This design comes from an exercise in tuning for small area, a short achievable clock period and few clock cycles on the open sky130 flow, not from production work. In this exercise RTL edits were held to simulation tests only and were not proved equivalent to the original. Power and IR drop assume default switching activity.

## wip/garnet
==> flow/design.v <==
module opsel (e_an, e_bn, e_t, w_res, x_res, res,
              a_w, a_x, a_e, b_w, b_wi, b_x, b_xi, b_e, b_ei, b_t, c_w, c_x, c_e,
              a, b, c, sd);
    input  [31:0] e_an, e_bn;    
    input  [31:0] e_t;           
    input  [31:0] w_res;         
    input  [31:0] x_res;         
    input  [31:0] res;           
    input         a_w, a_x, a_e;                        
    input         b_w, b_wi, b_x, b_xi, b_e, b_ei, b_t;  
    input         c_w, c_x, c_e;                        
    output [31:0] a, b;          
    output [31:0] c;             
    output [31:0] sd;            
    wire [31:0] e_a = ~e_an;
    wire [31:0] e_b = ~e_bn;
    assign a  = ({32{a_w}} & w_res) | ({32{a_x}} & x_res) | ({32{a_e}} & e_a);
    assign b  = ({32{b_w}} & w_res) | ({32{b_wi}} & ~w_res) |
                ({32{b_x}} & x_res) | ({32{b_xi}} & ~x_res) |
                ({32{b_e}} & e_b)   | ({32{b_ei}} & ~e_b)   | ({32{b_t}} & e_t);
    assign c  = ({32{c_w}} & w_res) | ({32{c_x}} & x_res) | ({32{c_e}} & e_b);
    assign sd = ({32{c_w}} & res)   | ({32{c_x}} & x_res) | ({32{c_e}} & e_b);
endmodule
module alu (a, b, cin, fn, y);
    input  [31:0] a, b;          
    input         cin;           
    input  [1:0]  fn;            
    output [31:0] y;
    wire [32:0] sum_x = {a, cin} + {b, cin};
    wire [31:0] sum   = sum_x[32:1];
    reg [31:0] r;
    always @(*) begin
        case (fn)
            2'd0: r = sum;
            2'd1: r = {31'b0, sum[31]};
            2'd2: r = a | b;
            default: r = a & b;
        endcase
    end
    assign y = r;
endmodule
module cmp (a, c, eq);
    input  [31:0] a, c;
    output        eq;
    assign eq = (a == c);
endmodule
module PC_Adder (pc, imm, pc_br, pc_4);
    input  [31:0] pc;
    input  [12:0] imm;           
    output [31:0] pc_br, pc_4;
    wire [18:0] hi     = pc[31:13];
    wire [18:0] hi_inc = hi + 19'd1;
    wire [18:0] hi_dec = hi - 19'd1;
    wire [13:0] lo = {1'b0, pc[12:0]} + {1'b0, imm};
    wire        c  = lo[13];
    wire        s  = imm[12];
    assign pc_br = {(c & ~s) ? hi_inc : (~c & s) ? hi_dec : hi, lo[12:0]};
    wire [11:0] lo4 = {1'b0, pc[12:2]} + 12'd1;
    assign pc_4 = {lo4[11] ? hi_inc : hi, lo4[10:0], pc[1:0]};
endmodule
module register_file (clk, rst, we, wa, wd, ra1, ra2, rd1n, rd2n);
    input clk, rst;
    input we;                    
    input [4:0] wa, ra1, ra2;
    input [31:0] wd;
    output [31:0] rd1n, rd2n;    
    reg  [31:1] vld;
    wire [32*32-1:0] q;          
    assign q[31:0] = 32'b0;
    genvar i;
    generate
        for (i = 1; i < 32; i = i + 1) begin : g_reg
            reg [31:0] r;
            wire wsel = we & (wa == i);
            always @(posedge clk or negedge rst) begin
                if (!rst)
                    vld[i] <= 1'b0;
                else if (wsel)
                    vld[i] <= 1'b1;
            end
            always @(posedge clk) begin
                if (wsel)
                    r <= wd;
            end
            assign q[32*i +: 32] = r;
        end
    endgenerate
    wire [31:1] s1, s2;
    generate
        for (i = 1; i < 32; i = i + 1) begin : g_sel
            assign s1[i] = vld[i] & (ra1 == i);
            assign s2[i] = vld[i] & (ra2 == i);
        end
    endgenerate
    genvar b;
    generate
        for (b = 0; b < 32; b = b + 1) begin : g_rd
            wire [31:1] d;
            for (i = 1; i < 32; i = i + 1) begin : g_d
                assign d[i] = q[32*i + b];
            end
            rf_read_bit u_rd1 (.s(s1), .d(d), .on(rd1n[b]));
            rf_read_bit u_rd2 (.s(s2), .d(d), .on(rd2n[b]));
        end
    endgenerate
endmodule
module rf_read_bit (s, d, on);
    input  [31:1] s, d;
    output on;                   
    assign on = ~|(s & d);
endmodule
module pipeline_top (clk, rst, imem_addr, imem_rdata, dmem_addr, dmem_wdata, dmem_we, dmem_rdata);
    input clk, rst;
    output [31:0] imem_addr;
    input  [31:0] imem_rdata;
    output [31:0] dmem_addr;
    output [31:0] dmem_wdata;
    output        dmem_we;
    input  [31:0] dmem_rdata;
    reg [31:0] pc;
    reg        e_wen, e_st, e_br;    
    reg        a_w, a_x, a_e;        
    reg        b_w, b_wi, b_x, b_xi, b_e, b_ei, b_t;
    reg        c_w, c_x, c_e;
    reg        e_ld, e_sub;
    reg [1:0]  e_fn;                 
    reg [4:0]  e_rd;
    reg [31:0] e_an, e_bn;           
    reg [31:0] e_t;                  
    reg        w_wen, w_st;          
    reg        w_ld;
    reg [4:0]  w_rd;
    reg [31:0] w_res, w_wd;          
    reg [31:0] x_res;
    wire [31:0] res = w_ld ? dmem_rdata : w_res;
    assign dmem_addr  = w_res;
    assign dmem_wdata = w_wd;
    assign dmem_we    = w_st;
    wire [31:0] a, b, c, sd, alu;
    wire        eq;
    opsel u_opsel (
        .e_an(e_an), .e_bn(e_bn), .e_t(e_t), .w_res(w_res), .x_res(x_res), .res(res),
        .a_w(a_w), .a_x(a_x), .a_e(a_e),
        .b_w(b_w), .b_wi(b_wi), .b_x(b_x), .b_xi(b_xi), .b_e(b_e), .b_ei(b_ei), .b_t(b_t),
        .c_w(c_w), .c_x(c_x), .c_e(c_e),
        .a(a), .b(b), .c(c), .sd(sd)
    );
    alu u_alu (.a(a), .b(b), .cin(e_sub), .fn(e_fn), .y(alu));
    cmp u_cmp (.a(a), .c(c), .eq(eq));
    wire taken = e_br & eq;
    wire [31:0] ins = imem_rdata;
    wire [6:0]  op  = ins[6:0];
    wire [2:0]  f3  = ins[14:12];
    wire [4:0]  rs1 = ins[19:15];
    wire [4:0]  rs2 = ins[24:20];
    wire [4:0]  rd  = ins[11:7];
    wire is_r  = (op == 7'b0110011);
    wire is_lw = (op == 7'b0000011);
    wire is_sw = (op == 7'b0100011);
    wire is_br = (op == 7'b1100011);
    wire jmp   = is_br & (rs1 == rs2);      
    wire [31:0] immI = {{20{ins[31]}}, ins[31:20]};
    wire [31:0] immS = {{20{ins[31]}}, ins[31:25], ins[11:7]};
    wire [12:0] immB = {ins[31], ins[7], ins[30:25], ins[11:8], 1'b0};
    wire [31:0] pc_br, pc_4;
    PC_Adder u_pc_add (.pc(pc), .imm(immB), .pc_br(pc_br), .pc_4(pc_4));
    wire [31:0] rf1n, rf2n;
    register_file u_rf (
        .clk(clk), .rst(rst),
        .we(w_wen), .wa(w_rd), .wd(res),
        .ra1(rs1), .ra2(rs2), .rd1n(rf1n), .rd2n(rf2n)
    );
    wire m1 = e_wen && (e_rd == rs1);
    wire m2 = e_wen && (e_rd == rs2);
    wire n1 = w_wen && (w_rd == rs1);
    wire n2 = w_wen && (w_rd == rs2);
    wire sub = is_r & (((f3 == 3'b000) & ins[30]) | (f3 == 3'b010));
    wire [1:0] fn = !is_r          ? 2'd0 :
                    (f3 == 3'b010) ? 2'd1 :
                    (f3 == 3'b110) ? 2'd2 :
                    (f3 == 3'b111) ? 2'd3 : 2'd0;
    wire [31:0] t_next = is_br ? pc_br : is_sw ? immS : immI;
    wire br   = is_br & ~jmp;               
    wire use1 = is_r | is_lw | is_sw | br;
    wire sa_w = m1;
    wire sa_x = ~m1 & n1;
    wire sa_e = ~m1 & ~n1;
    wire sb_w = m2;
    wire sb_x = ~m2 & n2;
    wire sb_e = ~m2 & ~n2;
    wire stall = e_ld & ((m1 & use1) | (m2 & (is_r | br)));
    always @(posedge clk or negedge rst) begin
        if (!rst) begin
            pc    <= 32'b0;
            e_wen <= 1'b0;
            e_st  <= 1'b0;
            e_br  <= 1'b0;
            w_wen <= 1'b0;
            w_st  <= 1'b0;
        end else begin
            if (!stall)
                pc <= taken ? e_t : (jmp ? pc_br : pc_4);
            e_wen <= ~taken & ~stall & (is_r | is_lw) & (rd != 5'd0);
            e_st  <= ~taken & ~stall & is_sw;
            e_br  <= ~taken & ~stall & br;
            w_wen <= e_wen;
            w_st  <= e_st;
        end
    end
    always @(posedge clk) begin
        a_w   <= sa_w;
        a_x   <= sa_x;
        a_e   <= sa_e;
        b_w   <= is_r & sb_w & ~sub;
        b_wi  <= is_r & sb_w & sub;
        b_x   <= is_r & sb_x & ~sub;
        b_xi  <= is_r & sb_x & sub;
        b_e   <= is_r & sb_e & ~sub;
        b_ei  <= is_r & sb_e & sub;
        b_t   <= ~is_r;
        c_w   <= sb_w;
        c_x   <= sb_x;
        c_e   <= sb_e;
        e_ld  <= is_lw & ~stall;
        e_sub <= sub;
        e_fn  <= fn;
        e_rd  <= rd;
        e_an  <= rf1n;
        e_bn  <= rf2n;
        e_t   <= t_next;
        x_res <= res;
        w_ld  <= e_ld;
        w_res <= alu;
        w_rd  <= e_rd;
        w_wd  <= sd;
    end
    assign imem_addr = pc;
endmodule
==> flow/config.mk <==
export PLATFORM = sky130hd
export DESIGN_NAME = pipeline_top
export DESIGN_NICKNAME = pipeline_top
export VERILOG_FILES = /design/flow/design.v
export SDC_FILE = /design/flow/constraint.sdc
export NUM_CORES = 8
export LEC_CHECK = 0
export CAP_MARGIN = 20
export CORE_MARGIN = 2
export CORE_UTILIZATION = 40
export CTS_CLUSTER_DIAMETER = 80
export CTS_CLUSTER_SIZE = 30
export SETUP_SLACK_MARGIN = 4.95
export SLEW_MARGIN = 20
export SYNTH_HIERARCHICAL = 1
==> flow/constraint.sdc <==
create_clock -name core_clock -period 8.0 [get_ports {clk}]
set_input_delay 1.6000 -clock core_clock [delete_from_list [all_inputs] [get_ports {clk}]]
set_output_delay 1.6000 -clock core_clock [all_outputs]
set_load 0.01 [all_outputs]
standard.sh (not shown) runs the stock make flow with config.mk's settings and CLKGATE_MAP_FILE= SYNTH_SCRIPT=/design/flow/synth_recipe.tcl, a recipe that flattens the netlist after the stock synthesis.
==> flow/flow/run.sh <==
#!/bin/bash
# Layout flow: the standard flow, except for synthesis, where ABC maps
# the operand selection, the ALU, the branch comparison, the register-file
# read slices and the fetch-address adders each
# on its own with a delay-driven script, ORFS's full-adder extraction is off,
# and the register-file read slice is the gate-level netlist in
# rf_read_bit_cells.v (see synth_custom.tcl); and the ports are buffered with buf_2 cells
# (the standard flow picks a delay cell). Everything else is standard.sh
# unchanged. Each step's output goes to a log file here.
set -euo pipefail
W=$PWD
export FAST_MODULES="opsel:400 alu:1200 cmp:500 rf_read_bit:600 PC_Adder:1000"
export GATE_MODULES="rf_read_bit:rf_read_bit_cells.v"
make -C "$FLOW_HOME" DESIGN_CONFIG="$FLOW_CONFIG" WORK_HOME="$W/orfs" CLKGATE_MAP_FILE= \
    SYNTH_SCRIPT="$W/flow/synth_custom.tcl" ADDER_MAP_FILE= synth \
    > "$W/run_synth.log" 2>&1
bash "$W/standard.sh" BUFFER_PORTS_ARGS="-buffer_cell sky130_fd_sc_hd__buf_2" finish > "$W/run_layout.log" 2>&1
Other scripts of this flow, unchanged in this note and not shown: flow/flow/rf_read_bit_cells.v, flow/flow/synth_custom.tcl
wip/garnet finished every stage and its layout cleared the timing, DRC and antenna checks.
Testbench counts of wip/garnet, summed over its fixed seeds: cycles 15,181.
What wip/fjord does differently from wip/garnet at the input level:
Settings: an added TNS_END_PERCENT of 20.
[summary]
Diff wip/garnet -> wip/fjord: layout filler cell count now sits at about the same level; number of search-and-repair iterations in the first detailed-routing pass now sits higher; setup slack after layout now sits lower; detailed router's first-iteration violation count now sits higher.
Wire: wip/fjord routes less than wip/garnet
wip/fjord against wip/garnet: detailed route wirelength on metal2 went up; clock-buffer cell count went up; global placement routability congestion did not really move; post-route cell area did not really move.
The inputs of wip/delta differ from those of wip/fjord as listed below.
Settings: a deleted TNS_END_PERCENT that had been 20; an added PLACE_DENSITY of 0.75.
==> comparison <==
Between wip/delta and wip/fjord, the final cell count does not differ in any meaningful way.
Relative to wip/fjord, cell-internal power has decreased by about 0.36% in wip/delta.
Summary of the comparison: worst reg-to-reg path cell count is higher in wip/delta, relative to wip/fjord.
Taking wip/fjord as the reference, in wip/delta maximum frequency grew by 1.1 MHz, routed wire length shrank by 3.3%.

-- static timing again, ports no longer ideal --
No port has a modelled driver above. Below, the same layouts with a new extraction and two added sets of constraints. Step 1 assumes that a clkbuf_16 drives the clock port and a buf_2 every other input. Step 2 moves the port delays by t, midway between the first and last clock arrival at a register: inputs arrive t later, outputs are due t later. That takes back most of the time a late clock gives input paths. Three values: no drivers, after step 1, after step 2; two values: the first two.
| run | shift t [ns] | setup WS [ns] | worst setup path after step 2 | clock arrival spread, ns | worst data-port slew with drivers (ns) |
|---|---|---|---|---|---|
| wip/garnet | 0.795 | 4.859 / 4.881 / 4.088 | input to register | 0.050 / 0.050 | 0.10 |
| wip/fjord | 0.798 | 4.829 / 4.784 / 4.011 | input to register | 0.057 / 0.058 | 0.14 |
| wip/delta | 0.794 | 4.840 / 4.796 / 4.002 | input to register | 0.064 / 0.064 | 0.11 |
After both steps every run listed still meets setup and hold. For wip/delta, which loses most, drivers alone change the setup slack by -0.044 ns; drivers and shift together by -0.838 ns.
